Context: an optimization exercise on an open-source flow, tuned for small area and a short achievable clock period. The choices shown serve that exercise and are no tape-out recipe.
Where RTL was checked, it was by simulation tests only, not by an equivalence proof against the original.
Only the layout flow was run in runs 1 and 2; the RTL was not checked for function there.
No activity file was given, so power comes from the tool's default toggle rates.

`config.mk`:
```
export PLATFORM = sky130hd
export DESIGN_NAME = SCPU
export DESIGN_NICKNAME = SCPU
export VERILOG_FILES = /design/flow/design.v
export SDC_FILE = /design/flow/constraint.sdc
export NUM_CORES = 8
export LEC_CHECK = 0
export ABC_AREA = 1
export CAP_MARGIN = 10
export CORE_MARGIN = 2
export CORE_UTILIZATION = 40
export CTS_CLUSTER_DIAMETER = 100
export CTS_CLUSTER_SIZE = 25
export SETUP_SLACK_MARGIN = 5
export SLEW_MARGIN = 10
export TNS_END_PERCENT = 20
```
`constraint.sdc`:
```
create_clock -name core_clock -period 8.0 [get_ports {clk}]
set_input_delay 1.6000 -clock core_clock [delete_from_list [all_inputs] [get_ports {clk}]]
set_output_delay 1.6000 -clock core_clock [all_outputs]
set_load 0.01 [all_outputs]
```
`design.v`:
```
module SCPU(clk, rst_n, in_valid, instruction, MEM_out, busy, out_valid, out0, out1, out2, out3, out4, out5, out6, out7, out8, out9, out10, out11, out12, out13, out14, out15, WEN, ADDR, MEM_in);
input clk, rst_n, in_valid;
input [18:0] instruction;
input [15:0] MEM_out;
output busy, out_valid, WEN;
output [12:0] ADDR;
output [15:0] MEM_in;
output reg [15:0] out0, out1, out2, out3, out4, out5, out6, out7, out8, out9, out10, out11, out12, out13, out14, out15;
assign busy = 1'b0;
wire [15:0] rdA, rdB;
wire [3:0] s0_n, s10_n, s11_n;
wire c4_n, c80_n, c81_n;
wire [4:0] ahp1_n;
wire [255:0] xi_s1_r = {out15, out14, out13, out12, out11, out10, out9, out8, out7, out6, out5, out4, out3, out2, out1, out0};
wire [18:0] xi_s1_ins = instruction;
wire [15:0] xo_s1_rda;
assign rdA = xo_s1_rda;
wire [15:0] xo_s1_rdb;
assign rdB = xo_s1_rdb;
wire [3:0] xo_s1_s0;
assign s0_n = xo_s1_s0;
wire  xo_s1_c4;
assign c4_n = xo_s1_c4;
wire [3:0] xo_s1_s10;
assign s10_n = xo_s1_s10;
wire  xo_s1_c80;
assign c80_n = xo_s1_c80;
wire [3:0] xo_s1_s11;
assign s11_n = xo_s1_s11;
wire  xo_s1_c81;
assign c81_n = xo_s1_c81;
wire [4:0] xo_s1_ahp1;
assign ahp1_n = xo_s1_ahp1;
if (1) begin : s1
  wire [255:0] r = xi_s1_r;
  wire [18:0] ins = xi_s1_ins;
  wire [15:0] rda;
  assign xo_s1_rda = rda;
  wire [15:0] rdb;
  assign xo_s1_rdb = rdb;
  wire [3:0] s0;
  assign xo_s1_s0 = s0;
  wire  c4;
  assign xo_s1_c4 = c4;
  wire [3:0] s10;
  assign xo_s1_s10 = s10;
  wire  c80;
  assign xo_s1_c80 = c80;
  wire [3:0] s11;
  assign xo_s1_s11 = s11;
  wire  c81;
  assign xo_s1_c81 = c81;
  wire [4:0] ahp1;
  assign xo_s1_ahp1 = ahp1;
wire [15:0] sa = 16'd1 << ins[15:12];
wire [15:0] sb = 16'd1 << ins[11:8];
reg [15:0] ta, tb;
integer i;
always @(*) begin
  ta = 16'd0; tb = 16'd0;
  for (i = 0; i < 16; i = i + 1) begin
    ta = ta | (r[16*i +: 16] & {16{sa[i]}});
    tb = tb | (r[16*i +: 16] & {16{sb[i]}});
  end
end
assign rda = ta;
assign rdb = tb;
wire [7:0] ag = ta[7:0] & ins[7:0];
wire [7:0] at = ta[7:0] | ins[7:0];
wire [7:0] ap = ta[7:0] ^ ins[7:0];
assign s0 = ap[3:0] ^ {(ag[0] & at[1] & at[2]) | (ag[1] & at[2]) | (ag[2]), (ag[0] & at[1]) | (ag[1]), (ag[0]), 1'b0};
assign c4 = (ag[0] & at[1] & at[2] & at[3]) | (ag[1] & at[2] & at[3]) | (ag[2] & at[3]) | (ag[3]);
assign s10 = ap[7:4] ^ {(ag[4] & at[5] & at[6]) | (ag[5] & at[6]) | (ag[6]), (ag[4] & at[5]) | (ag[5]), (ag[4]), 1'b0};
assign c80 = (ag[4] & at[5] & at[6] & at[7]) | (ag[5] & at[6] & at[7]) | (ag[6] & at[7]) | (ag[7]);
assign s11 = ap[7:4] ^ {(at[4] & at[5] & at[6]) | (ag[4] & at[5] & at[6]) | (ag[5] & at[6]) | (ag[6]), (at[4] & at[5]) | (ag[4] & at[5]) | (ag[5]), (at[4]) | (ag[4]), (1'b1)};
assign c81 = (at[4] & at[5] & at[6] & at[7]) | (ag[4] & at[5] & at[6] & at[7]) | (ag[5] & at[6] & at[7]) | (ag[6] & at[7]) | (ag[7]);
assign ahp1 = ta[12:8] + 5'd1;
end
reg v1, wen_r;
reg [2:0] op1;
reg [11:0] f1;
reg [15:0] A, B;
reg [3:0] s0_r, s10_r, s11_r;
reg c4_r, c80_r, c81_r;
reg [4:0] ahp1_r;
always @(posedge clk or negedge rst_n)
  if (!rst_n) begin v1 <= 1'b0; wen_r <= 1'b1; end
  else begin v1 <= in_valid; wen_r <= ~(in_valid & (instruction[18:16] == 3'd5)); end
always @(posedge clk) begin
  op1 <= instruction[18:16];
  f1 <= instruction[11:0];
  A <= rdA;
  B <= rdB;
  s0_r <= s0_n; s10_r <= s10_n; s11_r <= s11_n;
  c4_r <= c4_n; c80_r <= c80_n; c81_r <= c81_n;
  ahp1_r <= ahp1_n;
end
assign WEN = wen_r;
wire c8 = c80_r | (c4_r & c81_r);
assign ADDR = {c8 ? ahp1_r : A[12:8], c4_r ? s11_r : s10_r, s0_r};
assign MEM_in = B;
wire [86:0] mrow;
wire [15:0] r1_n;
wire r2b_n;
wire [15:0] xi_s2_a = A;
wire [15:0] xi_s2_b = B;
wire [2:0] xi_s2_op = op1;
wire [7:0] xi_s2_f = f1[7:0];
wire [86:0] xo_s2_m;
assign mrow = xo_s2_m;
wire [15:0] xo_s2_r1;
assign r1_n = xo_s2_r1;
wire  xo_s2_r2b;
assign r2b_n = xo_s2_r2b;
if (1) begin : s2
  wire [15:0] a = xi_s2_a;
  wire [15:0] b = xi_s2_b;
  wire [2:0] op = xi_s2_op;
  wire [7:0] f = xi_s2_f;
  wire [86:0] m;
  assign xo_s2_m = m;
  wire [15:0] r1;
  assign xo_s2_r1 = r1;
  wire  r2b;
  assign xo_s2_r2b = r2b;
wire [16:0] bx = {b, 1'b0};
wire [16:0] ax = {a[15], a};
wire [7:0] one, two, ng, nsx;
assign one[0] = bx[1] ^ bx[0];
assign two[0] = (bx[2] & ~bx[1] & ~bx[0]) | (~bx[2] & bx[1] & bx[0]);
assign ng[0] = bx[2];
assign one[1] = bx[3] ^ bx[2];
assign two[1] = (bx[4] & ~bx[3] & ~bx[2]) | (~bx[4] & bx[3] & bx[2]);
assign ng[1] = bx[4];
assign one[2] = bx[5] ^ bx[4];
assign two[2] = (bx[6] & ~bx[5] & ~bx[4]) | (~bx[6] & bx[5] & bx[4]);
assign ng[2] = bx[6];
assign one[3] = bx[7] ^ bx[6];
assign two[3] = (bx[8] & ~bx[7] & ~bx[6]) | (~bx[8] & bx[7] & bx[6]);
assign ng[3] = bx[8];
assign one[4] = bx[9] ^ bx[8];
assign two[4] = (bx[10] & ~bx[9] & ~bx[8]) | (~bx[10] & bx[9] & bx[8]);
assign ng[4] = bx[10];
assign one[5] = bx[11] ^ bx[10];
assign two[5] = (bx[12] & ~bx[11] & ~bx[10]) | (~bx[12] & bx[11] & bx[10]);
assign ng[5] = bx[12];
assign one[6] = bx[13] ^ bx[12];
assign two[6] = (bx[14] & ~bx[13] & ~bx[12]) | (~bx[14] & bx[13] & bx[12]);
assign ng[6] = bx[14];
assign one[7] = bx[15] ^ bx[14];
assign two[7] = (bx[16] & ~bx[15] & ~bx[14]) | (~bx[16] & bx[15] & bx[14]);
assign ng[7] = bx[16];
wire [16:0] pp0 = (({17{one[0]}} & ax) | ({17{two[0]}} & {ax[15:0], 1'b0})) ^ {17{ng[0]}};
assign nsx[0] = ~pp0[16];
wire [16:0] pp1 = (({17{one[1]}} & ax) | ({17{two[1]}} & {ax[15:0], 1'b0})) ^ {17{ng[1]}};
assign nsx[1] = ~pp1[16];
wire [16:0] pp2 = (({17{one[2]}} & ax) | ({17{two[2]}} & {ax[15:0], 1'b0})) ^ {17{ng[2]}};
assign nsx[2] = ~pp2[16];
wire [16:0] pp3 = (({17{one[3]}} & ax) | ({17{two[3]}} & {ax[15:0], 1'b0})) ^ {17{ng[3]}};
assign nsx[3] = ~pp3[16];
wire [16:0] pp4 = (({17{one[4]}} & ax) | ({17{two[4]}} & {ax[15:0], 1'b0})) ^ {17{ng[4]}};
assign nsx[4] = ~pp4[16];
wire [16:0] pp5 = (({17{one[5]}} & ax) | ({17{two[5]}} & {ax[15:0], 1'b0})) ^ {17{ng[5]}};
assign nsx[5] = ~pp5[16];
wire [16:0] pp6 = (({17{one[6]}} & ax) | ({17{two[6]}} & {ax[15:0], 1'b0})) ^ {17{ng[6]}};
assign nsx[6] = ~pp6[16];
wire [16:0] pp7 = (({17{one[7]}} & ax) | ({17{two[7]}} & {ax[15:0], 1'b0})) ^ {17{ng[7]}};
assign nsx[7] = ~pp7[16];
wire mhs0, mhc0, mhs1, mhc1, mfs0, mfc0, mhs2, mhc2, mfs1, mfc1, mhs3, mhc3, mfs2, mfc2, mfs3, mfc3, mhs4, mhc4, mfs4, mfc4, mfs5, mfc5, mhs5, mhc5, mfs6, mfc6, mfs7, mfc7, mhs6, mhc6, mfs8, mfc8, mfs9, mfc9, mhs7, mhc7, mfs10, mfc10, mfs11, mfc11, mhs8, mhc8, mfs12, mfc12, mfs13, mfc13, mfs14, mfc14, mhs9, mhc9, mhs10, mhc10, mhs11, mhc11, mfs15, mfc15, mhs12, mhc12, mfs16, mfc16, mhs13, mhc13, mfs17, mfc17, mfs18, mfc18, mfs19, mfc19, mfs20, mfc20, mfs21, mfc21, mfs22, mfc22, mfs23, mfc23, mfs24, mfc24, mfs25, mfc25, mfs26, mfc26, mfs27, mfc27, mfs28, mfc28, mfs29, mfc29, mfs30, mfc30, mfs31, mfc31, mfs32, mfc32, mfs33, mfc33, mfs34, mfc34, mfs35, mfc35, mfs36, mfc36, mfs37, mfc37, mfs38, mfc38, mfs39, mfc39, mfs40, mfc40, mfs41, mfc41, mfs42, mfc42, mfs43, mfc43, mhs14, mhc14, mfs44, mfc44, mhs15, mhc15, mhs16, mhc16, mhs17, mhc17, mfs45, mfc45, mfs46, mfc46, mfs47, mfc47, mfs48, mfc48, mfs49, mfc49, mfs50, mfc50, mfs51, mfc51, mfs52, mfc52, mfs53, mfc53, mfs54, mfc54, mfs55, mfc55, mfs56, mfc56, mfs57, mfc57, mfs58, mfc58, mfs59, mfc59, mfs60, mfc60, mfs61, mfc61, mfs62, mfc62, mfs63, mfc63, mfs64, mfc64, mfs65, mfc65, mhs18, mhc18;
assign mhs0 = pp0[10] ^ pp1[8];
assign mhc0 = pp0[10] & pp1[8];
assign mhs1 = pp0[11] ^ pp1[9];
assign mhc1 = pp0[11] & pp1[9];
assign mfs0 = pp0[12] ^ pp1[10] ^ pp2[8];
assign mfc0 = (pp0[12] & pp1[10]) | (pp0[12] & pp2[8]) | (pp1[10] & pp2[8]);
assign mhs2 = pp3[6] ^ pp4[4];
assign mhc2 = pp3[6] & pp4[4];
assign mfs1 = pp0[13] ^ pp1[11] ^ pp2[9];
assign mfc1 = (pp0[13] & pp1[11]) | (pp0[13] & pp2[9]) | (pp1[11] & pp2[9]);
assign mhs3 = pp3[7] ^ pp4[5];
assign mhc3 = pp3[7] & pp4[5];
assign mfs2 = pp0[14] ^ pp1[12] ^ pp2[10];
assign mfc2 = (pp0[14] & pp1[12]) | (pp0[14] & pp2[10]) | (pp1[12] & pp2[10]);
assign mfs3 = pp3[8] ^ pp4[6] ^ pp5[4];
assign mfc3 = (pp3[8] & pp4[6]) | (pp3[8] & pp5[4]) | (pp4[6] & pp5[4]);
assign mhs4 = pp6[2] ^ pp7[0];
assign mhc4 = pp6[2] & pp7[0];
assign mfs4 = pp0[15] ^ pp1[13] ^ pp2[11];
assign mfc4 = (pp0[15] & pp1[13]) | (pp0[15] & pp2[11]) | (pp1[13] & pp2[11]);
assign mfs5 = pp3[9] ^ pp4[7] ^ pp5[5];
assign mfc5 = (pp3[9] & pp4[7]) | (pp3[9] & pp5[5]) | (pp4[7] & pp5[5]);
assign mhs5 = pp6[3] ^ pp7[1];
assign mhc5 = pp6[3] & pp7[1];
assign mfs6 = pp0[16] ^ pp1[14] ^ pp2[12];
assign mfc6 = (pp0[16] & pp1[14]) | (pp0[16] & pp2[12]) | (pp1[14] & pp2[12]);
assign mfs7 = pp3[10] ^ pp4[8] ^ pp5[6];
assign mfc7 = (pp3[10] & pp4[8]) | (pp3[10] & pp5[6]) | (pp4[8] & pp5[6]);
assign mhs6 = pp6[4] ^ pp7[2];
assign mhc6 = pp6[4] & pp7[2];
assign mfs8 = pp0[16] ^ pp1[15] ^ pp2[13];
assign mfc8 = (pp0[16] & pp1[15]) | (pp0[16] & pp2[13]) | (pp1[15] & pp2[13]);
assign mfs9 = pp3[11] ^ pp4[9] ^ pp5[7];
assign mfc9 = (pp3[11] & pp4[9]) | (pp3[11] & pp5[7]) | (pp4[9] & pp5[7]);
assign mhs7 = pp6[5] ^ pp7[3];
assign mhc7 = pp6[5] & pp7[3];
assign mfs10 = nsx[0] ^ nsx[1] ^ pp2[14];
assign mfc10 = (nsx[0] & nsx[1]) | (nsx[0] & pp2[14]) | (nsx[1] & pp2[14]);
assign mfs11 = pp3[12] ^ pp4[10] ^ pp5[8];
assign mfc11 = (pp3[12] & pp4[10]) | (pp3[12] & pp5[8]) | (pp4[10] & pp5[8]);
assign mhs8 = pp6[6] ^ pp7[4];
assign mhc8 = pp6[6] & pp7[4];
assign mfs12 = 1'b1 ^ pp2[15] ^ pp3[13];
assign mfc12 = (1'b1 & pp2[15]) | (1'b1 & pp3[13]) | (pp2[15] & pp3[13]);
assign mfs13 = pp4[11] ^ pp5[9] ^ pp6[7];
assign mfc13 = (pp4[11] & pp5[9]) | (pp4[11] & pp6[7]) | (pp5[9] & pp6[7]);
assign mfs14 = nsx[2] ^ pp3[14] ^ pp4[12];
assign mfc14 = (nsx[2] & pp3[14]) | (nsx[2] & pp4[12]) | (pp3[14] & pp4[12]);
assign mhs9 = 1'b1 ^ pp3[15];
assign mhc9 = 1'b1 & pp3[15];
assign mhs10 = pp0[6] ^ pp1[4];
assign mhc10 = pp0[6] & pp1[4];
assign mhs11 = pp0[7] ^ pp1[5];
assign mhc11 = pp0[7] & pp1[5];
assign mfs15 = pp0[8] ^ pp1[6] ^ pp2[4];
assign mfc15 = (pp0[8] & pp1[6]) | (pp0[8] & pp2[4]) | (pp1[6] & pp2[4]);
assign mhs12 = pp3[2] ^ pp4[0];
assign mhc12 = pp3[2] & pp4[0];
assign mfs16 = pp0[9] ^ pp1[7] ^ pp2[5];
assign mfc16 = (pp0[9] & pp1[7]) | (pp0[9] & pp2[5]) | (pp1[7] & pp2[5]);
assign mhs13 = pp3[3] ^ pp4[1];
assign mhc13 = pp3[3] & pp4[1];
assign mfs17 = pp2[6] ^ pp3[4] ^ pp4[2];
assign mfc17 = (pp2[6] & pp3[4]) | (pp2[6] & pp4[2]) | (pp3[4] & pp4[2]);
assign mfs18 = pp5[0] ^ ng[5] ^ mhs0;
assign mfc18 = (pp5[0] & ng[5]) | (pp5[0] & mhs0) | (ng[5] & mhs0);
assign mfs19 = pp2[7] ^ pp3[5] ^ pp4[3];
assign mfc19 = (pp2[7] & pp3[5]) | (pp2[7] & pp4[3]) | (pp3[5] & pp4[3]);
assign mfs20 = pp5[1] ^ mhc0 ^ mhs1;
assign mfc20 = (pp5[1] & mhc0) | (pp5[1] & mhs1) | (mhc0 & mhs1);
assign mfs21 = pp5[2] ^ pp6[0] ^ ng[6];
assign mfc21 = (pp5[2] & pp6[0]) | (pp5[2] & ng[6]) | (pp6[0] & ng[6]);
assign mfs22 = mhc1 ^ mfs0 ^ mhs2;
assign mfc22 = (mhc1 & mfs0) | (mhc1 & mhs2) | (mfs0 & mhs2);
assign mfs23 = pp5[3] ^ pp6[1] ^ mfc0;
assign mfc23 = (pp5[3] & pp6[1]) | (pp5[3] & mfc0) | (pp6[1] & mfc0);
assign mfs24 = mhc2 ^ mfs1 ^ mhs3;
assign mfc24 = (mhc2 & mfs1) | (mhc2 & mhs3) | (mfs1 & mhs3);
assign mfs25 = ng[7] ^ mfc1 ^ mhc3;
assign mfc25 = (ng[7] & mfc1) | (ng[7] & mhc3) | (mfc1 & mhc3);
assign mfs26 = mfs2 ^ mfs3 ^ mhs4;
assign mfc26 = (mfs2 & mfs3) | (mfs2 & mhs4) | (mfs3 & mhs4);
assign mfs27 = mfc2 ^ mfc3 ^ mhc4;
assign mfc27 = (mfc2 & mfc3) | (mfc2 & mhc4) | (mfc3 & mhc4);
assign mfs28 = mfs4 ^ mfs5 ^ mhs5;
assign mfc28 = (mfs4 & mfs5) | (mfs4 & mhs5) | (mfs5 & mhs5);
assign mfs29 = mfc4 ^ mfc5 ^ mhc5;
assign mfc29 = (mfc4 & mfc5) | (mfc4 & mhc5) | (mfc5 & mhc5);
assign mfs30 = mfs6 ^ mfs7 ^ mhs6;
assign mfc30 = (mfs6 & mfs7) | (mfs6 & mhs6) | (mfs7 & mhs6);
assign mfs31 = mfc6 ^ mfc7 ^ mhc6;
assign mfc31 = (mfc6 & mfc7) | (mfc6 & mhc6) | (mfc7 & mhc6);
assign mfs32 = mfs8 ^ mfs9 ^ mhs7;
assign mfc32 = (mfs8 & mfs9) | (mfs8 & mhs7) | (mfs9 & mhs7);
assign mfs33 = mfc8 ^ mfc9 ^ mhc7;
assign mfc33 = (mfc8 & mfc9) | (mfc8 & mhc7) | (mfc9 & mhc7);
assign mfs34 = mfs10 ^ mfs11 ^ mhs8;
assign mfc34 = (mfs10 & mfs11) | (mfs10 & mhs8) | (mfs11 & mhs8);
assign mfs35 = pp7[5] ^ mfc10 ^ mfc11;
assign mfc35 = (pp7[5] & mfc10) | (pp7[5] & mfc11) | (mfc10 & mfc11);
assign mfs36 = mhc8 ^ mfs12 ^ mfs13;
assign mfc36 = (mhc8 & mfs12) | (mhc8 & mfs13) | (mfs12 & mfs13);
assign mfs37 = pp5[10] ^ pp6[8] ^ pp7[6];
assign mfc37 = (pp5[10] & pp6[8]) | (pp5[10] & pp7[6]) | (pp6[8] & pp7[6]);
assign mfs38 = mfc12 ^ mfc13 ^ mfs14;
assign mfc38 = (mfc12 & mfc13) | (mfc12 & mfs14) | (mfc13 & mfs14);
assign mfs39 = pp4[13] ^ pp5[11] ^ pp6[9];
assign mfc39 = (pp4[13] & pp5[11]) | (pp4[13] & pp6[9]) | (pp5[11] & pp6[9]);
assign mfs40 = pp7[7] ^ mfc14 ^ mhs9;
assign mfc40 = (pp7[7] & mfc14) | (pp7[7] & mhs9) | (mfc14 & mhs9);
assign mfs41 = nsx[3] ^ pp4[14] ^ pp5[12];
assign mfc41 = (nsx[3] & pp4[14]) | (nsx[3] & pp5[12]) | (pp4[14] & pp5[12]);
assign mfs42 = pp6[10] ^ pp7[8] ^ mhc9;
assign mfc42 = (pp6[10] & pp7[8]) | (pp6[10] & mhc9) | (pp7[8] & mhc9);
assign mfs43 = 1'b1 ^ pp4[15] ^ pp5[13];
assign mfc43 = (1'b1 & pp4[15]) | (1'b1 & pp5[13]) | (pp4[15] & pp5[13]);
assign mhs14 = pp6[11] ^ pp7[9];
assign mhc14 = pp6[11] & pp7[9];
assign mfs44 = nsx[4] ^ pp5[14] ^ pp6[12];
assign mfc44 = (nsx[4] & pp5[14]) | (nsx[4] & pp6[12]) | (pp5[14] & pp6[12]);
assign mhs15 = 1'b1 ^ pp5[15];
assign mhc15 = 1'b1 & pp5[15];
assign mhs16 = pp0[4] ^ pp1[2];
assign mhc16 = pp0[4] & pp1[2];
assign mhs17 = pp0[5] ^ pp1[3];
assign mhc17 = pp0[5] & pp1[3];
assign mfs45 = pp2[2] ^ pp3[0] ^ ng[3];
assign mfc45 = (pp2[2] & pp3[0]) | (pp2[2] & ng[3]) | (pp3[0] & ng[3]);
assign mfs46 = pp2[3] ^ pp3[1] ^ mhc10;
assign mfc46 = (pp2[3] & pp3[1]) | (pp2[3] & mhc10) | (pp3[1] & mhc10);
assign mfs47 = ng[4] ^ mhc11 ^ mfs15;
assign mfc47 = (ng[4] & mhc11) | (ng[4] & mfs15) | (mhc11 & mfs15);
assign mfs48 = mfc15 ^ mhc12 ^ mfs16;
assign mfc48 = (mfc15 & mhc12) | (mfc15 & mfs16) | (mhc12 & mfs16);
assign mfs49 = mfc16 ^ mhc13 ^ mfs17;
assign mfc49 = (mfc16 & mhc13) | (mfc16 & mfs17) | (mhc13 & mfs17);
assign mfs50 = mfc17 ^ mfc18 ^ mfs19;
assign mfc50 = (mfc17 & mfc18) | (mfc17 & mfs19) | (mfc18 & mfs19);
assign mfs51 = mfc19 ^ mfc20 ^ mfs21;
assign mfc51 = (mfc19 & mfc20) | (mfc19 & mfs21) | (mfc20 & mfs21);
assign mfs52 = mfc21 ^ mfc22 ^ mfs23;
assign mfc52 = (mfc21 & mfc22) | (mfc21 & mfs23) | (mfc22 & mfs23);
assign mfs53 = mfc23 ^ mfc24 ^ mfs25;
assign mfc53 = (mfc23 & mfc24) | (mfc23 & mfs25) | (mfc24 & mfs25);
assign mfs54 = mfc25 ^ mfc26 ^ mfs27;
assign mfc54 = (mfc25 & mfc26) | (mfc25 & mfs27) | (mfc26 & mfs27);
assign mfs55 = mfc27 ^ mfc28 ^ mfs29;
assign mfc55 = (mfc27 & mfc28) | (mfc27 & mfs29) | (mfc28 & mfs29);
assign mfs56 = mfc29 ^ mfc30 ^ mfs31;
assign mfc56 = (mfc29 & mfc30) | (mfc29 & mfs31) | (mfc30 & mfs31);
assign mfs57 = mfc31 ^ mfc32 ^ mfs33;
assign mfc57 = (mfc31 & mfc32) | (mfc31 & mfs33) | (mfc32 & mfs33);
assign mfs58 = mfc33 ^ mfc34 ^ mfs35;
assign mfc58 = (mfc33 & mfc34) | (mfc33 & mfs35) | (mfc34 & mfs35);
assign mfs59 = mfc35 ^ mfc36 ^ mfs37;
assign mfc59 = (mfc35 & mfc36) | (mfc35 & mfs37) | (mfc36 & mfs37);
assign mfs60 = mfc37 ^ mfc38 ^ mfs39;
assign mfc60 = (mfc37 & mfc38) | (mfc37 & mfs39) | (mfc38 & mfs39);
assign mfs61 = mfc39 ^ mfc40 ^ mfs41;
assign mfc61 = (mfc39 & mfc40) | (mfc39 & mfs41) | (mfc40 & mfs41);
assign mfs62 = mfc41 ^ mfc42 ^ mfs43;
assign mfc62 = (mfc41 & mfc42) | (mfc41 & mfs43) | (mfc42 & mfs43);
assign mfs63 = pp7[10] ^ mfc43 ^ mhc14;
assign mfc63 = (pp7[10] & mfc43) | (pp7[10] & mhc14) | (mfc43 & mhc14);
assign mfs64 = pp6[13] ^ pp7[11] ^ mfc44;
assign mfc64 = (pp6[13] & pp7[11]) | (pp6[13] & mfc44) | (pp7[11] & mfc44);
assign mfs65 = nsx[5] ^ pp6[14] ^ pp7[12];
assign mfc65 = (nsx[5] & pp6[14]) | (nsx[5] & pp7[12]) | (pp6[14] & pp7[12]);
assign mhs18 = 1'b1 ^ pp6[15];
assign mhc18 = 1'b1 & pp6[15];
assign m = {1'b1, nsx[7], pp7[15], 1'b1, mhc18, pp7[14], nsx[6], mhs18, mfc65, pp7[13], mfs65, mfc64, mhc15, mfs64, mfc63, mhs15, mfs63, mfc62, mfs44, mfs62, mfc61, mhs14, mfs61, mfc60, mfs42, mfs60, mfc59, mfs40, mfs59, mfc58, mfs38, mfs58, mfc57, mfs36, mfs57, mfc56, mfs34, mfs56, mfc55, mfs32, mfs55, mfc54, mfs30, mfs54, mfc53, mfs28, mfs53, mfc52, mfs26, mfs52, mfc51, mfs24, mfs51, mfc50, mfs22, mfs50, mfc49, mfs20, mfs49, mfc48, mfs18, mfs48, mfc47, mhs13, mfs47, mfc46, mhs12, mfs46, mfc45, mhs11, mfs45, mhc17, mhs10, mhs17, mhc16, pp2[1], mhs16, ng[2], pp2[0], pp1[1], pp0[3], ng[1], pp1[0], pp0[2], pp0[1], ng[0], pp0[0]};
wire [3:0] func = f[3:0];
wire sub = ((op == 3'd0) & (func == 4'd4)) | (op == 3'd4);
wire [15:0] y0 = (op == 3'd0) ? b : {{8{f[7]}}, f};
wire [15:0] sum = a + (y0 ^ {16{sub}}) + {15'd0, sub};
wire eq = (a == b);
wire signed [15:0] sa = a, sb = b;
wire lt = (sa < sb);
wire cmp = (op == 3'd2) ? eq : lt;
reg [15:0] t;
always @(*) begin
  t = 16'd0;
  case (op)
    3'd0: case (func)
            4'd0: t = a & b;
            4'd1: t = a | b;
            4'd2: t = a ^ b;
            4'd3, 4'd4: t = sum;
            default: t = 16'd0;
          endcase
    3'd3, 3'd4: t = sum;
    default: t = {15'd0, cmp};
  endcase
end
assign r1 = t;
assign r2b = ~cmp;
end
reg v2, we1, we2, ld2, mul2, ov, r2b_r;
reg [3:0] d1, d2;
reg [15:0] r1_r;
reg q0_0, q0_1, q1_0, q2_0, q2_1, q2_2, q3_0, q3_1, q4_0, q4_1, q4_2, q5_0, q5_1, q5_2, q6_0, q6_1, q6_2, q7_0, q7_1, q7_2, q8_0, q8_1, q8_2, q9_0, q9_1, q9_2, q10_0, q10_1, q10_2, q11_0, q11_1, q11_2, q12_0, q12_1, q12_2, q13_0, q13_1, q13_2, q14_0, q14_1, q14_2, q15_0, q15_1, q15_2, q16_0, q16_1, q16_2, q17_0, q17_1, q17_2, q18_0, q18_1, q18_2, q19_0, q19_1, q19_2, q20_0, q20_1, q20_2, q21_0, q21_1, q21_2, q22_0, q22_1, q22_2, q23_0, q23_1, q23_2, q24_0, q24_1, q24_2, q25_0, q25_1, q25_2, q26_0, q26_1, q26_2, q27_0, q27_1, q27_2, q28_0, q28_1, q28_2, q29_0, q29_1, q30_0, q31_0;
always @(posedge clk or negedge rst_n)
  if (!rst_n) begin v2 <= 1'b0; we1 <= 1'b0; we2 <= 1'b0; end
  else begin
    v2 <= v1;
    we1 <= v1 & (op1 != 3'd5);
    we2 <= v1 & ((op1 == 3'd1) | (op1 == 3'd2) | (op1 == 3'd7));
  end
always @(posedge clk) begin
  ld2 <= (op1 == 3'd6);
  mul2 <= (op1 == 3'd1);
  d1 <= ((op1 == 3'd3) | (op1 == 3'd4) | (op1 == 3'd6)) ? f1[11:8] : f1[7:4];
  d2 <= f1[3:0];
  r1_r <= r1_n;
  r2b_r <= r2b_n;
  q0_0 <= mrow[0];
  q0_1 <= mrow[1];
  q1_0 <= mrow[2];
  q2_0 <= mrow[3];
  q2_1 <= mrow[4];
  q2_2 <= mrow[5];
  q3_0 <= mrow[6];
  q3_1 <= mrow[7];
  q4_0 <= mrow[8];
  q4_1 <= mrow[9];
  q4_2 <= mrow[10];
  q5_0 <= mrow[11];
  q5_1 <= mrow[12];
  q5_2 <= mrow[13];
  q6_0 <= mrow[14];
  q6_1 <= mrow[15];
  q6_2 <= mrow[16];
  q7_0 <= mrow[17];
  q7_1 <= mrow[18];
  q7_2 <= mrow[19];
  q8_0 <= mrow[20];
  q8_1 <= mrow[21];
  q8_2 <= mrow[22];
  q9_0 <= mrow[23];
  q9_1 <= mrow[24];
  q9_2 <= mrow[25];
  q10_0 <= mrow[26];
  q10_1 <= mrow[27];
  q10_2 <= mrow[28];
  q11_0 <= mrow[29];
  q11_1 <= mrow[30];
  q11_2 <= mrow[31];
  q12_0 <= mrow[32];
  q12_1 <= mrow[33];
  q12_2 <= mrow[34];
  q13_0 <= mrow[35];
  q13_1 <= mrow[36];
  q13_2 <= mrow[37];
  q14_0 <= mrow[38];
  q14_1 <= mrow[39];
  q14_2 <= mrow[40];
  q15_0 <= mrow[41];
  q15_1 <= mrow[42];
  q15_2 <= mrow[43];
  q16_0 <= mrow[44];
  q16_1 <= mrow[45];
  q16_2 <= mrow[46];
  q17_0 <= mrow[47];
  q17_1 <= mrow[48];
  q17_2 <= mrow[49];
  q18_0 <= mrow[50];
  q18_1 <= mrow[51];
  q18_2 <= mrow[52];
  q19_0 <= mrow[53];
  q19_1 <= mrow[54];
  q19_2 <= mrow[55];
  q20_0 <= mrow[56];
  q20_1 <= mrow[57];
  q20_2 <= mrow[58];
  q21_0 <= mrow[59];
  q21_1 <= mrow[60];
  q21_2 <= mrow[61];
  q22_0 <= mrow[62];
  q22_1 <= mrow[63];
  q22_2 <= mrow[64];
  q23_0 <= mrow[65];
  q23_1 <= mrow[66];
  q23_2 <= mrow[67];
  q24_0 <= mrow[68];
  q24_1 <= mrow[69];
  q24_2 <= mrow[70];
  q25_0 <= mrow[71];
  q25_1 <= mrow[72];
  q25_2 <= mrow[73];
  q26_0 <= mrow[74];
  q26_1 <= mrow[75];
  q26_2 <= mrow[76];
  q27_0 <= mrow[77];
  q27_1 <= mrow[78];
  q27_2 <= mrow[79];
  q28_0 <= mrow[80];
  q28_1 <= mrow[81];
  q28_2 <= mrow[82];
  q29_0 <= mrow[83];
  q29_1 <= mrow[84];
  q30_0 <= mrow[85];
  q31_0 <= mrow[86];
end
wire [255:0] nrf;
wire [86:0] xi_s3_q = {q31_0, q30_0, q29_1, q29_0, q28_2, q28_1, q28_0, q27_2, q27_1, q27_0, q26_2, q26_1, q26_0, q25_2, q25_1, q25_0, q24_2, q24_1, q24_0, q23_2, q23_1, q23_0, q22_2, q22_1, q22_0, q21_2, q21_1, q21_0, q20_2, q20_1, q20_0, q19_2, q19_1, q19_0, q18_2, q18_1, q18_0, q17_2, q17_1, q17_0, q16_2, q16_1, q16_0, q15_2, q15_1, q15_0, q14_2, q14_1, q14_0, q13_2, q13_1, q13_0, q12_2, q12_1, q12_0, q11_2, q11_1, q11_0, q10_2, q10_1, q10_0, q9_2, q9_1, q9_0, q8_2, q8_1, q8_0, q7_2, q7_1, q7_0, q6_2, q6_1, q6_0, q5_2, q5_1, q5_0, q4_2, q4_1, q4_0, q3_1, q3_0, q2_2, q2_1, q2_0, q1_0, q0_1, q0_0};
wire [15:0] xi_s3_r1 = r1_r;
wire  xi_s3_r2b = r2b_r;
wire  xi_s3_mul = mul2;
wire  xi_s3_ld = ld2;
wire  xi_s3_we1 = we1;
wire  xi_s3_we2 = we2;
wire [3:0] xi_s3_d1 = d1;
wire [3:0] xi_s3_d2 = d2;
wire [15:0] xi_s3_mo = MEM_out;
wire [255:0] xi_s3_r = {out15, out14, out13, out12, out11, out10, out9, out8, out7, out6, out5, out4, out3, out2, out1, out0};
wire [255:0] xo_s3_nr;
assign nrf = xo_s3_nr;
if (1) begin : s3
  wire [86:0] q = xi_s3_q;
  wire [15:0] r1 = xi_s3_r1;
  wire  r2b = xi_s3_r2b;
  wire  mul = xi_s3_mul;
  wire  ld = xi_s3_ld;
  wire  we1 = xi_s3_we1;
  wire  we2 = xi_s3_we2;
  wire [3:0] d1 = xi_s3_d1;
  wire [3:0] d2 = xi_s3_d2;
  wire [15:0] mo = xi_s3_mo;
  wire [255:0] r = xi_s3_r;
  wire [255:0] nr;
  assign xo_s3_nr = nr;
wire q0_0 = q[0];
wire q0_1 = q[1];
wire q1_0 = q[2];
wire q2_0 = q[3];
wire q2_1 = q[4];
wire q2_2 = q[5];
wire q3_0 = q[6];
wire q3_1 = q[7];
wire q4_0 = q[8];
wire q4_1 = q[9];
wire q4_2 = q[10];
wire q5_0 = q[11];
wire q5_1 = q[12];
wire q5_2 = q[13];
wire q6_0 = q[14];
wire q6_1 = q[15];
wire q6_2 = q[16];
wire q7_0 = q[17];
wire q7_1 = q[18];
wire q7_2 = q[19];
wire q8_0 = q[20];
wire q8_1 = q[21];
wire q8_2 = q[22];
wire q9_0 = q[23];
wire q9_1 = q[24];
wire q9_2 = q[25];
wire q10_0 = q[26];
wire q10_1 = q[27];
wire q10_2 = q[28];
wire q11_0 = q[29];
wire q11_1 = q[30];
wire q11_2 = q[31];
wire q12_0 = q[32];
wire q12_1 = q[33];
wire q12_2 = q[34];
wire q13_0 = q[35];
wire q13_1 = q[36];
wire q13_2 = q[37];
wire q14_0 = q[38];
wire q14_1 = q[39];
wire q14_2 = q[40];
wire q15_0 = q[41];
wire q15_1 = q[42];
wire q15_2 = q[43];
wire q16_0 = q[44];
wire q16_1 = q[45];
wire q16_2 = q[46];
wire q17_0 = q[47];
wire q17_1 = q[48];
wire q17_2 = q[49];
wire q18_0 = q[50];
wire q18_1 = q[51];
wire q18_2 = q[52];
wire q19_0 = q[53];
wire q19_1 = q[54];
wire q19_2 = q[55];
wire q20_0 = q[56];
wire q20_1 = q[57];
wire q20_2 = q[58];
wire q21_0 = q[59];
wire q21_1 = q[60];
wire q21_2 = q[61];
wire q22_0 = q[62];
wire q22_1 = q[63];
wire q22_2 = q[64];
wire q23_0 = q[65];
wire q23_1 = q[66];
wire q23_2 = q[67];
wire q24_0 = q[68];
wire q24_1 = q[69];
wire q24_2 = q[70];
wire q25_0 = q[71];
wire q25_1 = q[72];
wire q25_2 = q[73];
wire q26_0 = q[74];
wire q26_1 = q[75];
wire q26_2 = q[76];
wire q27_0 = q[77];
wire q27_1 = q[78];
wire q27_2 = q[79];
wire q28_0 = q[80];
wire q28_1 = q[81];
wire q28_2 = q[82];
wire q29_0 = q[83];
wire q29_1 = q[84];
wire q30_0 = q[85];
wire q31_0 = q[86];
wire fhs0, fhc0, fhs1, fhc1, ffs0, ffc0, ffs1, ffc1, ffs2, ffc2, ffs3, ffc3, ffs4, ffc4, ffs5, ffc5, ffs6, ffc6, ffs7, ffc7, ffs8, ffc8, ffs9, ffc9, ffs10, ffc10, ffs11, ffc11, ffs12, ffc12, ffs13, ffc13, ffs14, ffc14, ffs15, ffc15, ffs16, ffc16, ffs17, ffc17, ffs18, ffc18, ffs19, ffc19, ffs20, ffc20, ffs21, ffc21, ffs22, ffc22, ffs23, ffc23, ffs24, ffc24, fhs2, fhc2;
assign fhs0 = q2_0 ^ q2_1;
assign fhc0 = q2_0 & q2_1;
assign fhs1 = q3_0 ^ q3_1;
assign fhc1 = q3_0 & q3_1;
assign ffs0 = q4_0 ^ q4_1 ^ q4_2;
assign ffc0 = (q4_0 & q4_1) | (q4_0 & q4_2) | (q4_1 & q4_2);
assign ffs1 = q5_0 ^ q5_1 ^ q5_2;
assign ffc1 = (q5_0 & q5_1) | (q5_0 & q5_2) | (q5_1 & q5_2);
assign ffs2 = q6_0 ^ q6_1 ^ q6_2;
assign ffc2 = (q6_0 & q6_1) | (q6_0 & q6_2) | (q6_1 & q6_2);
assign ffs3 = q7_0 ^ q7_1 ^ q7_2;
assign ffc3 = (q7_0 & q7_1) | (q7_0 & q7_2) | (q7_1 & q7_2);
assign ffs4 = q8_0 ^ q8_1 ^ q8_2;
assign ffc4 = (q8_0 & q8_1) | (q8_0 & q8_2) | (q8_1 & q8_2);
assign ffs5 = q9_0 ^ q9_1 ^ q9_2;
assign ffc5 = (q9_0 & q9_1) | (q9_0 & q9_2) | (q9_1 & q9_2);
assign ffs6 = q10_0 ^ q10_1 ^ q10_2;
assign ffc6 = (q10_0 & q10_1) | (q10_0 & q10_2) | (q10_1 & q10_2);
assign ffs7 = q11_0 ^ q11_1 ^ q11_2;
assign ffc7 = (q11_0 & q11_1) | (q11_0 & q11_2) | (q11_1 & q11_2);
assign ffs8 = q12_0 ^ q12_1 ^ q12_2;
assign ffc8 = (q12_0 & q12_1) | (q12_0 & q12_2) | (q12_1 & q12_2);
assign ffs9 = q13_0 ^ q13_1 ^ q13_2;
assign ffc9 = (q13_0 & q13_1) | (q13_0 & q13_2) | (q13_1 & q13_2);
assign ffs10 = q14_0 ^ q14_1 ^ q14_2;
assign ffc10 = (q14_0 & q14_1) | (q14_0 & q14_2) | (q14_1 & q14_2);
assign ffs11 = q15_0 ^ q15_1 ^ q15_2;
assign ffc11 = (q15_0 & q15_1) | (q15_0 & q15_2) | (q15_1 & q15_2);
assign ffs12 = q16_0 ^ q16_1 ^ q16_2;
assign ffc12 = (q16_0 & q16_1) | (q16_0 & q16_2) | (q16_1 & q16_2);
assign ffs13 = q17_0 ^ q17_1 ^ q17_2;
assign ffc13 = (q17_0 & q17_1) | (q17_0 & q17_2) | (q17_1 & q17_2);
assign ffs14 = q18_0 ^ q18_1 ^ q18_2;
assign ffc14 = (q18_0 & q18_1) | (q18_0 & q18_2) | (q18_1 & q18_2);
assign ffs15 = q19_0 ^ q19_1 ^ q19_2;
assign ffc15 = (q19_0 & q19_1) | (q19_0 & q19_2) | (q19_1 & q19_2);
assign ffs16 = q20_0 ^ q20_1 ^ q20_2;
assign ffc16 = (q20_0 & q20_1) | (q20_0 & q20_2) | (q20_1 & q20_2);
assign ffs17 = q21_0 ^ q21_1 ^ q21_2;
assign ffc17 = (q21_0 & q21_1) | (q21_0 & q21_2) | (q21_1 & q21_2);
assign ffs18 = q22_0 ^ q22_1 ^ q22_2;
assign ffc18 = (q22_0 & q22_1) | (q22_0 & q22_2) | (q22_1 & q22_2);
assign ffs19 = q23_0 ^ q23_1 ^ q23_2;
assign ffc19 = (q23_0 & q23_1) | (q23_0 & q23_2) | (q23_1 & q23_2);
assign ffs20 = q24_0 ^ q24_1 ^ q24_2;
assign ffc20 = (q24_0 & q24_1) | (q24_0 & q24_2) | (q24_1 & q24_2);
assign ffs21 = q25_0 ^ q25_1 ^ q25_2;
assign ffc21 = (q25_0 & q25_1) | (q25_0 & q25_2) | (q25_1 & q25_2);
assign ffs22 = q26_0 ^ q26_1 ^ q26_2;
assign ffc22 = (q26_0 & q26_1) | (q26_0 & q26_2) | (q26_1 & q26_2);
assign ffs23 = q27_0 ^ q27_1 ^ q27_2;
assign ffc23 = (q27_0 & q27_1) | (q27_0 & q27_2) | (q27_1 & q27_2);
assign ffs24 = q28_0 ^ q28_1 ^ q28_2;
assign ffc24 = (q28_0 & q28_1) | (q28_0 & q28_2) | (q28_1 & q28_2);
assign fhs2 = q29_0 ^ q29_1;
assign fhc2 = q29_0 & q29_1;
wire [31:0] fs = {q31_0, q30_0, ffc24, ffc23, ffc22, ffc21, ffc20, ffc19, ffc18, ffc17, ffc16, ffc15, ffc14, ffc13, ffc12, ffc11, ffc10, ffc9, ffc8, ffc7, ffc6, ffc5, ffc4, ffc3, ffc2, ffc1, ffc0, fhc1, fhc0, q2_2, q1_0, q0_0};
wire [31:0] fc = {1'b0, fhc2, fhs2, ffs24, ffs23, ffs22, ffs21, ffs20, ffs19, ffs18, ffs17, ffs16, ffs15, ffs14, ffs13, ffs12, ffs11, ffs10, ffs9, ffs8, ffs7, ffs6, ffs5, ffs4, ffs3, ffs2, ffs1, ffs0, fhs1, fhs0, 1'b0, q0_1};
wire [31:0] p = fs + fc;
wire [15:0] x1 = ld ? mo : r1;
wire [15:0] w1 = mul ? p[31:16] : x1;
wire [15:0] w2 = mul ? p[15:0] : {15'd0, r2b};
genvar g;
for (g = 0; g < 16; g = g + 1) begin : wb
  assign nr[16*g +: 16] = (we2 && d2 == g) ? w2 : (we1 && d1 == g) ? w1 : r[16*g +: 16];
end
end
assign out_valid = ov;
always @(posedge clk or negedge rst_n)
  if (!rst_n) begin
    ov <= 1'b0;
    out0 <= 16'd0;
    out1 <= 16'd0;
    out2 <= 16'd0;
    out3 <= 16'd0;
    out4 <= 16'd0;
    out5 <= 16'd0;
    out6 <= 16'd0;
    out7 <= 16'd0;
    out8 <= 16'd0;
    out9 <= 16'd0;
    out10 <= 16'd0;
    out11 <= 16'd0;
    out12 <= 16'd0;
    out13 <= 16'd0;
    out14 <= 16'd0;
    out15 <= 16'd0;
  end else begin
    ov <= v2;
    out0 <= nrf[15:0];
    out1 <= nrf[31:16];
    out2 <= nrf[47:32];
    out3 <= nrf[63:48];
    out4 <= nrf[79:64];
    out5 <= nrf[95:80];
    out6 <= nrf[111:96];
    out7 <= nrf[127:112];
    out8 <= nrf[143:128];
    out9 <= nrf[159:144];
    out10 <= nrf[175:160];
    out11 <= nrf[191:176];
    out12 <= nrf[207:192];
    out13 <= nrf[223:208];
    out14 <= nrf[239:224];
    out15 <= nrf[255:240];
  end
endmodule
```
`flow/run.sh`:
```
#!/bin/bash
set -euo pipefail
bash standard.sh "BUFFER_PORTS_ARGS=-buffer_cell sky130_fd_sc_hd__buf_1" finish > standard.log 2>&1
```
`standard.sh`:
```
#!/bin/bash
# synth_recipe.tcl (not shown) runs the flow's synth.tcl, then flattens the netlist and writes it again
# the make line also repeats each setting of config.mk as NAME=value (left out here)
make -C /OpenROAD-flow-scripts/flow DESIGN_CONFIG=/design/flow/config.mk WORK_HOME=/design/flow/orfs CLKGATE_MAP_FILE= SYNTH_SCRIPT=/design/flow/synth_recipe.tcl "${@:-finish}"
```
==> notes.md, run 1 <==
CTS tree=done; Placer Congestion=1.07; vias in the first global route=29.7k; clock sink count=441; CP Max Fanout=6; Rows=99; crit path time final=3240 ps; num ports=326; residual DRC count=0; Startpoint Class=register; Initial Util=40.6%; final hold violations=0; data arrival time at the worst-slack endpoint=1640 ps; largest net degree at the start of global routing=98; share of layout cells above drive strength 1=11.6%; crit path capture type=primary output; initial DRC count=4187; clock skew=59.5 ps; detailed-route via count=31.5k; Mapped Nets=4271; average wire per standard cell=27.4 um; area share of the largest cell type after synthesis=22.0%; Tightest Pin Transition=1180 ps; Clock Tree Root=clkbuf_16; setup slack after layout=4760 ps; Final HPWL DP=112 mm; Min-Delay Path Class=register to register; Seq cells post-synth=441; Crit path required time=6400 ps; post-route ant nets=0; Clk Latency, worst-skew pair=650 ps; post-synthesis area per instance=7.41 um2; total negative setup slack=0 ps; total CTS buffers=27; number of hold buffers added after CTS=0; Via density=5.90; die area=0.0765 mm2; Design Area, Final=0.0349 mm2; total gr overflow=0; register area share after synthesis=34.1%; Nets=4608; RSZ-0062 raised after global routing=yes; CTS Buffer Depth=3; outcome=finished clean; fmax=0.308 GHz; main flop type after synthesis=dfrtp_1; max_slew headroom=21.3%; Mapped Area=0.0297 mm2; Worst-path clk slew=100 ps; hold slack final=367 ps; core footprint=0.0733 mm2; synth unique cells=65; Max VDD drop=0.224 mV; n_diodes=0; Post-DP Area=0.0318 mm2; Final Cycle Share=40.5%; first-pass GRT wire length=208 mm; Crit Path Category=register to primary output; DR pass1 iterations=6; final core occ=47.6%; post-synth top area cell=dfrtp_1; Pwr per Cell Area=535 mW/mm2; post-place setup slack=3450 ps; max cap viols=0; Ys Warns=1; Post-synth EDFFs=0; leakage=16.1 nW; Max Slew Vio Count=0; Die Wd=277 um; PortBufs=324; initial antenna violation count=1; final setup fails=0; ranking of synthesized cells by area=dfrtp_1, dfxtp_1, nand2_1; Post-Synthesis Cells=4015; Synth-to-Final Area Change=17.3%; Async SR Flop Fraction=59.4%; chip height=277 um; H-Tree Level Count=1; total track usage=36.8%; total wire length=146 mm
-- report_power, final --
part	internal (mW)	total (mW)	leakage, nW	switching [mW]
logic	4.20	12.3	10.8	8.06
clock network	0.702	1.65	0.443	0.946
registers	3.35	4.75	4.83	1.40
total	8.25	18.6	16.1	10.4
-- cell usage in the layout, fill, tap and decap left out, drive strengths merged, types with 2 or more instances in the layout --
| cell type | n |
|---|---|
| nand4 | 28 |
| clkbuf | 39 |
| buf | 479 |
| o21ai | 168 |
| o21bai | 8 |
| o211ai | 7 |
| a21oi | 186 |
| or2 | 11 |
| nand3 | 172 |
| o31ai | 2 |
| o22ai | 309 |
| clkinv | 21 |
| ha | 129 |
| dfxtp | 179 |
| xor2 | 133 |
| o2111ai | 13 |
| bufbuf | 2 |
| o221ai | 6 |
| mux2i | 2 |
| a221oi | 17 |
| clkinvlp | 13 |
| xnor2 | 19 |
| nor2 | 381 |
| inv | 565 |
| fa | 89 |
| and3 | 2 |
| a41oi | 2 |
| nor4 | 25 |
| dfrtp | 261 |
| a21boi | 2 |
| a211oi | 17 |
| a31oi | 6 |
| nand2 | 980 |
| o221a | 3 |
| a22oi | 19 |
| nand3b | 7 |
| nor3 | 53 |
| mux2 | 5 |
| a21o | 4 |
-- logic make-up (layout without fill, tap and decap cells) --
| kind of cell | after synthesis | after routing | share of synthesized area [%] |
|---|---|---|---|
| AND/OR/NAND/NOR | 1661 | 1661 | 23.8 |
| AO/OA/AOI/OAI | 772 | 773 | 15.6 |
| buffers and inverters | 763 | 1119 | 10.4 |
| flip-flops | 441 | 441 | 34.1 |
| adder cells (fa/ha/maj) | 218 | 218 | 11.4 |
| XOR/XNOR | 152 | 152 | 4.48 |
| multiplexers | 7 | 7 | 0.257 |
| other | 1 | 1 | 0.0126 |
-- what timing repair did --
action / in CTS / in global routing
buffers inserted: 81 / 23
setup endpoints to repair: 243 / 346
pin swaps: 42 / 18
gates cloned: 4 / 0
hold endpoints to repair: 0 / 0
resized for setup: 243 / 78
-- worst paths after layout --
path / depth (start not counted) / startpoint / slack (ps) / endpoint
max in group asynchronous: 2 / rst_n / 5460 / v2$_DFF_PN0_
min in group asynchronous: 1 / rst_n / 1120 / out11[11]$_DFFE_PN0P_
max: 4 / c4_r$_DFF_P_ / 4760 / ADDR[10]
max reg2reg: 11 / B[1]$_DFF_P_ / 4920 / q16_2$_DFF_P_
min: 0 / v2$_DFF_PN0_ / 370 / ov$_DFF_PN0_
min reg2reg: 0 / v2$_DFF_PN0_ / 370 / ov$_DFF_PN0_
-- critical path: stages, from the launching register on --
cell     delay (ps)
dfxtp_4         420
a21o_4          300
nand2_4         100
o21ai_4          70
buf_6           120
-- synth_stat cells (all sizes together) (2+ instances only) --
master   instances
a211oi          17
a21boi           2
a21o             3
a21oi          186
a221oi          17
a22oi           19
a31oi            6
a41oi            2
and3             2
buf            101
clkbuf          76
clkinv          20
dfrtp          261
dfxtp          179
fa              89
ha             129
inv            566
mux2             5
mux2i            2
nand2          980
nand3          172
nand3b           7
nand4           28
nor2           381
nor3            53
nor4            25
o2111ai         13
o211ai           7
o21ai          168
o21bai           8
o221a            3
o221ai           6
o22ai          309
o31ai            2
or2             11
xnor2           19
xor2           133
-- area by class of cell --
cell class                      instances  area [um2]
Fill cell                            7512       38500
Multi-Input combinational cell       2812       17300
Clock inverter                         12         181
Tap cell                              959        1200
Timing Repair inverter                  1        3.75
Sequential cell                       441       10200
Inverter                              586        2390
Timing Repair Buffer                  483        2860
Clock buffer                           37         743
-- per-layer routing --
metal	part of all wire (%)	track usage (%)	vias to the layer above
li1	-	-	13773
met1	37	45.5	15006
met2	45	59.5	2153
met3	10	7.18	541
met4	7.8	22.3	2
met5	0.0068	0	-
-- per-stage QoR --
stage | cells | total power [mW]
finish | 5331 | 18.6
global route | 5331 | 20.0
CTS | 5308 | 18.1
detailed placement | 5174 | 15.9
global placement | 5174 | 15.8
floorplan | 4015 | 11.6
==> run 2: changes to the inputs <==
--- a/config.mk
+++ b/config.mk
@@ -11,6 +11,6 @@
 export CORE_UTILIZATION = 40
 export CTS_CLUSTER_DIAMETER = 100
 export CTS_CLUSTER_SIZE = 25
-export SETUP_SLACK_MARGIN = 5
+export SETUP_SLACK_MARGIN = 4.6
 export SLEW_MARGIN = 10
 export TNS_END_PERCENT = 20
==> notes.md, run 2 <==
Worst Setup SP=A[12]$_DFF_P_; Via density=5.90 (about the same); Post-Synthesis Cells=4015 (unchanged); PortBufs=324 (unchanged); Crit path required time=6400 ps (about the same); most frequent cells in the layout=nand2_1, inv_1, nor2_1, buf_1, o22ai_1; Tightest Pin Transition=1260 ps (+83.8 ps); clock sink count=441 (unchanged); total CTS buffers=27 (unchanged); post-synth top area cell=dfrtp_1; outcome=finished clean; Startpoint Class=register; max_slew headroom=16.0% (-5.3 points); Critical path buffers and inverters=2 (+1); clock skew=59.3 ps (-0.279 ps); die area=0.0765 mm2 (unchanged); Die Wd=277 um (unchanged); Async SR Flop Fraction=59.4% (unchanged); main flop type after synthesis=dfrtp_1; Worst-path clk slew=100 ps (about the same); core footprint=0.0733 mm2 (unchanged); post-route ant nets=0 (unchanged); data arrival time at the worst-slack endpoint=1960 ps (+320 ps); Clk Latency, worst-skew pair=650 ps (about the same); total wire length=143 mm (-2.3%); Crit Path Category=register to primary output; top cells by count, synth=nand2_1, inv_1, nor2_1; initial DRC count=4025 (-3.9%); largest net degree at the start of global routing=140 (+43%); Mapped Area=0.0297 mm2 (unchanged); Min-Delay Path Class=register to register; RSZ-0062 raised after global routing=yes; Post-synth EDFFs=0 (unchanged); Total Power=18.0 mW (-3.5%); Placer Congestion=1.05 (-2.0%); Worst Hold Launch=v2$_DFF_PN0_; vias in the first global route=29.2k (-1.5%); Max Slew Vio Count=0 (unchanged); Nets=4525 (-1.8%); Pwr per Cell Area=542 mW/mm2 (+1.4%); Synth-to-Final Area Change=11.7%; CTS tree=done; share of layout cells above drive strength 1=7.27% (-4.3 points); Rows=99 (unchanged); FF-to-FF Start=B[7]$_DFF_P_; Layout fillers=7572 (+0.80%); register area share after synthesis=34.1% (unchanged); Seq cells post-synth=441 (unchanged); DR pass1 iterations=7 (+1); top-count cell post-synth=nand2_1; Clock Tree Root=clkbuf_16; slowest stage delay, CP=540 ps (+120 ps); total track usage=35.9% (-0.86 points); commonest non-fill, non-tap cell in the layout=nand2_1; crit-path cells=clkinv_4 > o21ai_1 > buf_1; initial antenna violation count=3 (+2); Initial Util=40.6% (unchanged); Final HPWL DP=112 mm (-0.15%); number of hold buffers added after CTS=0 (unchanged); fmax=0.281 GHz (-8.9%); n_diodes=0 (unchanged); chip height=277 um (unchanged); Mapped Nets=4271 (unchanged); area share of the largest cell type after synthesis=22.0% (unchanged); ranking of synthesized cells by area=dfrtp_1, dfxtp_1, nand2_1; max cap viols=0 (unchanged); first-pass GRT wire length=204 mm (-1.9%); total negative setup slack=0 ps (unchanged); CP Max Fanout=18 (+12); detailed-route via count=31.0k (-1.6%); post-synthesis area per instance=7.41 um2 (unchanged); Worst path slowest cell=dfxtp_1; CTS Buffer Depth=3 (unchanged); residual DRC count=0 (unchanged); crit path time final=3560 ps (+315 ps); crit path capture type=primary output; final core occ=45.3% (-2.3 points); total gr overflow=0 (unchanged); average wire per standard cell=27.2 um (-0.76%); H-Tree Level Count=1 (unchanged); final setup fails=0 (unchanged); synth unique cells=65 (unchanged); final hold violations=0 (unchanged); num ports=326 (unchanged); leakage=15.4 nW (-4.0%); CP delay by family, top=flip-flops; Final Cycle Share=44.5% (+3.9 points); Max VDD drop=0.271 mV (+21%); Ys Warns=1 (unchanged)
## run 2: cell count changes in the layout (fill, tap and decap cells not counted), sizes merged, moves of 2 or more
cell      delta
bufbuf       -2
clkbuf       -2
clkinvlp     -5
buf         -79
clkinv       +3
inv          +2
## run 2: worst reg2reg max path, delay by kind of cell, from the launching register on
family | cells | cell delay, ps
adders and majority gates | 3 | 1380
DFF | 1 | 530
and+or+nand+nor | 2 | 530
buffers and inverters | 3 | 520
xor gates and xnor gates | 1 | 180
AOI/OAI and AO/OA | 1 | 170
## run 2: routing by layer
metal	global-route usage (%)	share of wire (%)	vias to the layer above
li1	-	-	13582
met1	45.5	38	14825
met2	58.2	45	2074
met3	6.08	9.4	499
met4	20.5	7.5	4
met5	0	0.016	-
## run 2: repair_timing
item	4_1_cts	5_1_grt
pin swaps	2	9
setup endpoints to repair	71	62
resized for setup	52	37
buffers inserted	7	15
## run 2: cells by family after synthesis
family / share of synthesized area, %
AND/OR/NAND/NOR: 23.8
other: 0.0126
XOR/XNOR: 4.48
adder cells (fa/ha/maj): 11.4
AO/OA/AOI/OAI: 15.6
multiplexers: 0.257
buffers and inverters: 10.4
flip-flops: 34.1
## run 2: final cells by class
class                   instances  area, um2  share of cell area (%)
clock inverters                14        224                   0.675
multi-input cells            2811      16700                    50.4
flip-flops and latches        441      10100                    30.6
inverters                     586       2280                    6.86
repair buffers                402       1890                    5.69
clock buffers                  35        716                    2.16
well taps                     959       1200                    3.61
## run 2: worst paths after layout
| path | slack [ps] | cells after the start | end |
|---|---|---|---|
| hold / removal | 360 | 0 | ov$_DFF_PN0_ |
| setup reg to reg | 4600 | 10 | q21_2$_DFF_P_ |
| min in group asynchronous | 1100 | 1 | out10[10]$_DFFE_PN0P_ |
| setup / recovery | 4440 | 3 | ADDR[12] |
| max in group asynchronous | 5380 | 2 | out0[14]$_DFFE_PN0P_ |
| hold reg to reg | 360 | 0 | ov$_DFF_PN0_ |
## run 2: power by group
group	switching [mW]	total (mW)	internal (mW)
combinational	7.82	11.7	3.83
clock	0.938	1.65	0.712
sequential	1.36	4.70	3.34
total	10.1	18.0	7.88
## run 2: metrics by stage
step | setup WS (ps) | hold slack [ps] | cell area (um2) | std cells
after floorplan | 4540 | 331 | 29800 | 4015
after global placement | 3490 | 334 | 31800 | 5176
after detailed placement | 3460 | 336 | 31800 | 5176
after CTS | 4530 | 359 | 32900 | 5232
after global routing | 4450 | 367 | 33200 | 5248
final | 4440 | 357 | 33200 | 5248
==> run 3: changes to the inputs <==
--- a/design.v
+++ b/design.v
@@ -54,13 +54,18 @@
   assign xo_s1_ahp1 = ahp1;
 wire [15:0] sa = 16'd1 << ins[15:12];
 wire [15:0] sb = 16'd1 << ins[11:8];
+wire [15:0] sa0, sa1, sb0, sb1;
+scpu_dec4 da0(.a(ins[15:12]), .y(sa0));
+scpu_dec4 da1(.a(ins[15:12]), .y(sa1));
+scpu_dec4 db0(.a(ins[11:8]), .y(sb0));
+scpu_dec4 db1(.a(ins[11:8]), .y(sb1));
 reg [15:0] ta, tb;
 integer i;
 always @(*) begin
   ta = 16'd0; tb = 16'd0;
   for (i = 0; i < 16; i = i + 1) begin
-    ta = ta | (r[16*i +: 16] & {16{sa[i]}});
-    tb = tb | (r[16*i +: 16] & {16{sb[i]}});
+    ta = ta | (r[16*i +: 16] & {{8{sa1[i]}}, {8{sa0[i]}}});
+    tb = tb | (r[16*i +: 16] & {{8{sb1[i]}}, {8{sb0[i]}}});
   end
 end
 assign rda = ta;
@@ -650,7 +655,13 @@
 wire [15:0] w2 = mul ? p[15:0] : {15'd0, r2b};
 genvar g;
 for (g = 0; g < 16; g = g + 1) begin : wb
-  assign nr[16*g +: 16] = (we2 && d2 == g) ? w2 : (we1 && d1 == g) ? w1 : r[16*g +: 16];
+  wire s2 = we2 && d2 == g;
+  wire s1 = we1 && d1 == g && !s2;
+  wire h = !(s1 | s2);
+  genvar k;
+  for (k = 0; k < 16; k = k + 1) begin : bt
+    scpu_wbit u(.s2(s2), .w2(w2[k]), .s1(s1), .w1(w1[k]), .h(h), .q(r[16*g+k]), .d(nr[16*g+k]));
+  end
 end
 end
 assign out_valid = ov;
@@ -693,3 +704,13 @@
     out15 <= nrf[255:240];
   end
 endmodule
+module scpu_dec4(a, y);
+input [3:0] a;
+output [15:0] y;
+assign y = 16'd1 << a;
+endmodule
+module scpu_wbit(s2, w2, s1, w1, h, q, d);
+input s2, w2, s1, w1, h, q;
+output d;
+assign d = (s2 & w2) | (s1 & w1) | (h & q);
+endmodule
==> config.mk (replaced) <==
export PLATFORM = sky130hd
export DESIGN_NAME = SCPU
export DESIGN_NICKNAME = SCPU
export VERILOG_FILES = /design/flow/design.v
export SDC_FILE = /design/flow/constraint.sdc
export NUM_CORES = 8
export LEC_CHECK = 0
export ABC_AREA = 1
export CAP_MARGIN = 0
export CORE_MARGIN = 2
export CORE_UTILIZATION = 40
export CTS_CLUSTER_DIAMETER = 100
export CTS_CLUSTER_SIZE = 25
export SETUP_SLACK_MARGIN = 5
export SLEW_MARGIN = 0
export SYNTH_HIERARCHICAL = 1
export SYNTH_MINIMUM_KEEP_SIZE = 0
export TNS_END_PERCENT = 5
==> notes.md, run 3 <==
outcome=complete, but fails checks; violated checks=capacitance limit, slew limit; core footprint=0.0701 mm2 (-4.3%); max cap viols=1 (+1); Worst-path clk slew=100 ps (about the same); hold slack final=371 ps (+14.7 ps); main flop type after synthesis=dfrtp_1; CTS tree=done; die area=0.0731 mm2 (-4.6%); ranking of synthesized cells by area=dfrtp_1, nand2_1, dfxtp_1; Pwr per Cell Area=547 mW/mm2 (+0.92%); Initial Util=40.4% (-0.12 points); average wire per standard cell=27.0 um (-0.64%); Layout fillers=7128 (-5.9%); Max Slew Vio Count=3 (+3); total wire length=138 mm (-3.2%); Max VDD drop=0.412 mV (+52%); chip height=270 um (-2.3%); final hold violations=0 (unchanged); Critical Path End=ADDR[9]; register area share after synthesis=35.8% (+1.7 points); residual DRC count=0 (unchanged); Reg2Reg Depth=12 (+2); max_slew headroom=-3.41% (-19 points); Final HPWL DP=101 mm (-9.5%); Nets=4412 (-2.5%); post-route ant nets=0 (unchanged); post-synthesis area per instance=7.45 um2 (+0.57%); Worst path depth=4 (+1); Design Area, Final=0.0335 mm2 (+1.0%); Rows=97 (-2.0%); largest net degree at the start of global routing=152 (+8.6%); vias in the first global route=28.3k (-3.2%); Worst path slowest cell=dfxtp_4; Critical path buffers and inverters=1 (-1); most frequent cells in the layout=nand2_1, nand3_1, buf_1, dfrtp_1, inv_1; num ports=326 (unchanged); crit path time final=3190 ps (-370 ps); top cells by count, synth=nand2_1, nand3_1, dfrtp_1; Mapped Nets=4064 (-4.8%); fmax=0.314 GHz (+12%); Async SR Flop Fraction=59.4% (unchanged); Post-Synthesis Cells=3808 (-5.2%); CP Max Fanout=6 (-12); Seq cells post-synth=441 (unchanged); data arrival time at the worst-slack endpoint=1590 ps (-370 ps); clock sink count=441 (unchanged); detailed-route via count=30.3k (-2.4%); PortBufs=324 (unchanged); Crit Path Category=register to primary output; Via density=5.91 (+0.18%); Die Wd=270 um (-2.3%); post-synth top area cell=dfrtp_1; Synth-to-Final Area Change=18.3%; first-pass GRT wire length=197 mm (-3.7%); synth unique cells=61 (-6.2%); Mapped Area=0.0284 mm2 (-4.6%); length of routed wiring on met1=54.0 mm (-0.81%); clock skew=43.0 ps (-16.3 ps); top-count cell post-synth=nand2_1; WL met3=14.2 mm (+5.5%); Clock Tree Root=clkbuf_16; Post-synth EDFFs=0 (unchanged); Ys Warns=7 (+6); total gr overflow=0 (unchanged); Worst Hold Launch=v2$_DFF_PN0_; crit-path cells=a21o_4 > nand2_1 > o21ai_2 > buf_2; Top Layer Used=met5; leakage=15.0 nW (-2.7%); R2R Setup Slk=4910 ps (+310 ps); Tightest Pin Transition=1530 ps (+275 ps); Min-Delay Path Class=register to register; Clk Latency, worst-skew pair=640 ps (about the same); Startpoint Class=register; final setup fails=0 (unchanged); initial DRC count=3736 (-7.2%); Reg2Reg Capture Point=out6[9]$_DFF_PN0_; metal2 WL=63.4 mm (-1.2%); Crit path required time=6400 ps (about the same); crit path capture type=primary output; FF-to-FF Start=q23_0$_DFF_P_; total CTS buffers=25 (-7.4%); Worst Setup SP=c4_r$_DFF_P_; CTS Buffer Depth=3 (unchanged); initial antenna violation count=3 (unchanged); commonest non-fill, non-tap cell in the layout=nand2_1; area share of the largest cell type after synthesis=23.0% (+1.1 points); share of layout cells above drive strength 1=10.1% (+2.8 points); Post-DP Area=0.0310 mm2 (-2.4%); number of hold buffers added after CTS=0 (unchanged); DR pass1 iterations=8 (+1); slowest stage delay, CP=420 ps (-120 ps); H-Tree Level Count=1 (unchanged); CP delay by family, top=flip-flops; RSZ-0062 raised after global routing=yes; Placer Congestion=1.01 (-3.8%); Final Cycle Share=39.8% (-4.6 points); total track usage=36.2% (+0.29 points); total negative setup slack=0 ps (unchanged)
==> run 3: changes by cell type after synthesis, sizes merged, moves of 42 or more <==
cell,before,now
nand2,980,1333
inv,566,233
nand3,172,378
o22ai,309,134
nor2,381,238
a21oi,186,118
buf,101,43
a22o,0,42
==> run 3: worst register-to-register path: stages, from the launching register on <==
cell and delay [ps]:
dfxtp_1 340, fa_1 580, ha_2 340, nand2_1 200, inv_1 60, a21oi_1 180
a21boi_0 430, nand3_1 140, nand2_1 80, nand3_1 130, nand2_4 330, nand2_1 130
nand3_1 120
==> run 3: worst min path at each step <==
stage	endpoint	depth (start not counted)
floorplan	ov$_DFF_PN0_	0
global placement	ov$_DFF_PN0_	0
detailed placement	ov$_DFF_PN0_	0
CTS	ov$_DFF_PN0_	0
global route	ov$_DFF_PN0_	0
finish	ov$_DFF_PN0_	0
==> run 3: cell families after synthesis <==
group | share of synthesized area, %
AO/OA/AOI/OAI | 11.7
XOR/XNOR | 4.82
adder cells (fa/ha/maj) | 12.0
buffers and inverters | 5.39
flip-flops | 35.8
multiplexers | 0.247
other | 0.0132
AND/OR/NAND/NOR | 30.1
==> run 3: per-module statistics from Yosys, one instance, submodules excluded <==
module,flops+latches,cell area [um2],cells inside,copies in the design
scpu_wbit,0,16.3,4,256
SCPU,441,23700,2664,1
scpu_dec4,0,126,30,4
==> run 3: layout make-up <==
| type | count | area, um2 | share of cell area [%] |
|---|---|---|---|
| Antenna cell | 1 | 2.50 | 0.00746 |
| Clock buffer | 35 | 663 | 1.98 |
| Clock inverter | 10 | 131 | 0.392 |
| Inverter | 251 | 1030 | 3.07 |
| Multi-Input combinational cell | 2986 | 17900 | 53.4 |
| Sequential cell | 441 | 10200 | 30.3 |
| Tap cell | 940 | 1180 | 3.51 |
| Timing Repair Buffer | 451 | 2450 | 7.32 |
==> run 3: layer usage <==
metal  up-vias  track usage [%]
met4         2             14.4
met1     14669             47.6
met2      1847             58.8
li1      13363                -
met3       371             6.84
met5         -                0
==> run 3: through the flow <==
stage / setup slack, ps / util (%) / std cells / total power, mW
6_report: 4810 / 47.8 / 5115 / 18.4
5_1_grt: 4750 / 47.8 / 5115 / 19.6
4_1_cts: 4770 / 46.2 / 5089 / 17.1
3_5_place_dp: 3150 / 44.2 / 5029 / 15.3
3_3_place_gp: 3150 / 44.2 / 5029 / 15.2
2_1_floorplan: 4520 / - / 3808 / 10.8
==> run 3: power breakdown <==
part           leakage (nW)  internal, mW  switching, mW  total, mW
logic                  9.80          4.24           7.63       11.9
clock network         0.381         0.616          0.870       1.49
registers              4.83          3.33           1.67       5.00
total                  15.0          8.18           10.2       18.4
==> run 3: repair_timing <==
action,CTS,global route
cloned,2,3
endpoints found under the setup margin,337,336
pin swaps,6,41
gates resized for setup,152,210
endpoints found under the hold margin,0,0
buffers inserted,13,22

==> port drivers added, routing unchanged <==
Ports are ideal in the flow. The routed layouts listed here were re-timed in OpenROAD. Step 1 sets driving cells, clkbuf_16 on the clock port and buf_2 on the other inputs (assumed; they add their load-dependent delay and slew). Step 2 also shifts input and output timing later by t, the mid clock arrival at the registers, as if the neighbouring blocks saw the same clock. a / b / c = no drivers / after step 1 / after step 2; a / b = the first two.
| run | t (ns) | setup slack, ns | latest minus earliest clock arrival (ns) | worst slew at a driven data input, ns | cell pins on the clock port's net |
|---|---|---|---|---|---|
| run 1 | 0.696 | 4.758 / 4.683 / 4.180 | 0.060 / 0.060 | 0.11 | 1 |
| run 2 | 0.695 | 4.443 / 4.370 / 3.873 | 0.059 / 0.060 | 0.08 | 1 |
| run 3 | 0.680 | 4.814 / 4.746 / 4.199 | 0.043 / 0.043 | 0.12 | 1 |
For run 3, which loses most, drivers alone change the setup slack by -0.068 ns; drivers and shift together by -0.615 ns.
